From an optimization exercise on the open Yosys and OpenROAD flow, aimed at small area and few clock cycles per item; shortcuts taken in it are not production practice. In this exercise RTL edits were held to simulation tests only and were not proved equivalent to the original. No activity file was given, so power comes from the tool's default toggle rates.

== red ==
// pcx_top
module pcx_top (
	clk,
	rst_l,
	spc0_pcx_req_pq,
	spc0_pcx_atom_pq,
	spc0_pcx_data_pa,
	spc1_pcx_req_pq,
	spc1_pcx_atom_pq,
	spc1_pcx_data_pa,
	spc2_pcx_req_pq,
	spc2_pcx_atom_pq,
	spc2_pcx_data_pa,
	spc3_pcx_req_pq,
	spc3_pcx_atom_pq,
	spc3_pcx_data_pa,
	spc4_pcx_req_pq,
	spc4_pcx_atom_pq,
	spc4_pcx_data_pa,
	spc5_pcx_req_pq,
	spc5_pcx_atom_pq,
	spc5_pcx_data_pa,
	spc6_pcx_req_pq,
	spc6_pcx_atom_pq,
	spc6_pcx_data_pa,
	spc7_pcx_req_pq,
	spc7_pcx_atom_pq,
	spc7_pcx_data_pa,
	sctag0_pcx_stall_pq,
	sctag1_pcx_stall_pq,
	sctag2_pcx_stall_pq,
	sctag3_pcx_stall_pq,
	io_pcx_stall_pq,
	pcx_spc0_grant_px,
	pcx_spc1_grant_px,
	pcx_spc2_grant_px,
	pcx_spc3_grant_px,
	pcx_spc4_grant_px,
	pcx_spc5_grant_px,
	pcx_spc6_grant_px,
	pcx_spc7_grant_px,
	pcx_sctag0_data_rdy_px1,
	pcx_sctag0_atm_px1,
	pcx_sctag0_data_px2,
	pcx_sctag1_data_rdy_px1,
	pcx_sctag1_atm_px1,
	pcx_sctag1_data_px2,
	pcx_sctag2_data_rdy_px1,
	pcx_sctag2_atm_px1,
	pcx_sctag2_data_px2,
	pcx_sctag3_data_rdy_px1,
	pcx_sctag3_atm_px1,
	pcx_sctag3_data_px2,
	pcx_fpio_data_rdy_px2,
	pcx_fpio_data_px2,
	pcx_io_data_rdy_px2,
	pcx_io_data_px2
);
Settings: LEC_CHECK=0, CAP_MARGIN=30, CORE_MARGIN=2, CORE_UTILIZATION=60, SLEW_MARGIN=50; clock period 5.5 ns.
standard.sh (not shown) runs the stock make flow with config.mk's settings and CLKGATE_MAP_FILE= SYNTH_SCRIPT=/design/flow/synth_recipe.tcl, a recipe that flattens the netlist after the stock synthesis.
==> flow/flow/run.sh <==
#!/bin/bash
# Own flow: the standard layout (standard.sh, unchanged synthesis), with
# two layout choices the flow settings cannot express:
#   * the port buffers are sky130_fd_sc_hd__buf_1 instead of the default
#     delay cell (every input and output port still gets its own buffer);
#   * clock tree synthesis without dummy loads, with larger sink clusters.
# Each tool's full output stays in orfs/logs/; make's own output in make.log.
set -euo pipefail
bash standard.sh \
  "BUFFER_PORTS_ARGS=-buffer_cell sky130_fd_sc_hd__buf_1" \
  "CTS_ARGS=-sink_clustering_enable -repair_clock_nets -sink_clustering_size 25 -sink_clustering_max_diameter 70 -dont_use_dummy_load" \
  finish > make.log 2>&1
Testbench counts of red, summed over its fixed seeds: cycles 3,842, packets 13,484.
Setup changes, red to blue
Settings: changing CORE_UTILIZATION from 60 to 55.
==> comparison <==
Area taken by multi-input logic gates essentially unchanged between blue and red.
Re global-route usage: red and blue aren't equal, and the higher value belongs to red.
blue falls short of red in minimum setup slack in the final design.
Going from red to blue, the horizontal die dimension was found to have gone up by 36 µm.
From red to blue the numbers moved as follows: final total power +1.4%, highest ir drop seen on vdd has decreased.
Worst slack on hold paths was lower in the run labelled blue.
Delta(fill cell instance count of the final layout, blue - red) > 0
#### Input delta (green over blue)
Settings: a change of CORE_UTILIZATION from 55 to 60.
diff --git a/flow/flow/run.sh b/flow/flow/run.sh
--- a/flow/flow/run.sh
+++ b/flow/flow/run.sh
@@ -4 +4 @@
-#   * the port buffers are sky130_fd_sc_hd__buf_1 instead of the default
+#   * the port buffers are sky130_fd_sc_hd__buf_2 instead of the default
@@ -10,2 +10,2 @@
-  "BUFFER_PORTS_ARGS=-buffer_cell sky130_fd_sc_hd__buf_1" \
-  "CTS_ARGS=-sink_clustering_enable -repair_clock_nets -sink_clustering_size 25 -sink_clustering_max_diameter 70 -dont_use_dummy_load" \
+  "BUFFER_PORTS_ARGS=-buffer_cell sky130_fd_sc_hd__buf_2" \
+  "CTS_ARGS=-sink_clustering_enable -repair_clock_nets -sink_clustering_size 30 -sink_clustering_max_diameter 80 -dont_use_dummy_load" \
## What came out
- green: all stages complete, timing, DRC and antenna checks passed
- Via count of blue is on par with green.
- blue → green: non-clock buffer share of cell area neither gained nor lost much, hold-fix buffer count after cts now sits lower, final core utilization shows an increase of 5.1 points, achievable clock frequency went up.
- From blue to green the numbers moved as follows: relative max-transition margin saw an increase; sequential group share of total power saw an increase.

-- what the ideal ports hide --
No port has a modelled driver above. Below, the same layouts with a new extraction and two added sets of constraints. Step 1, drivers: a clkbuf_16 drives clk and a buf_2 each remaining input, both assumed. Step 2 times the ports against the registers' clock, not the clock port: input delays grow and output delays shrink by t, the midpoint of the rising clock arrivals with the driver on. Slacks: ideal ports / drivers / drivers and shift; pairs: ideal ports / drivers.
run	shift t [ns]	setup slack, ns	hold slack, ns	worst setup path at the end	worst register clock-pin slew, ns	pins driven straight from the clock port
red	1.356	0.138 / -0.029 / -0.066	0.091 / -0.050 / 0.349	input to register	0.10 / 0.10	1
blue	1.369	0.025 / -0.141 / -0.057	0.020 / -0.123 / 0.444	input to register	0.11 / 0.11	1
green	1.321	0.289 / 0.121 / -0.138	0.113 / -0.036 / 0.447	input to register	0.12 / 0.12	1
Met with ideal ports but missed after step 2: setup timing in every run listed. For green, which loses most, drivers alone change the setup slack by -0.168 ns; drivers and shift together by -0.427 ns.
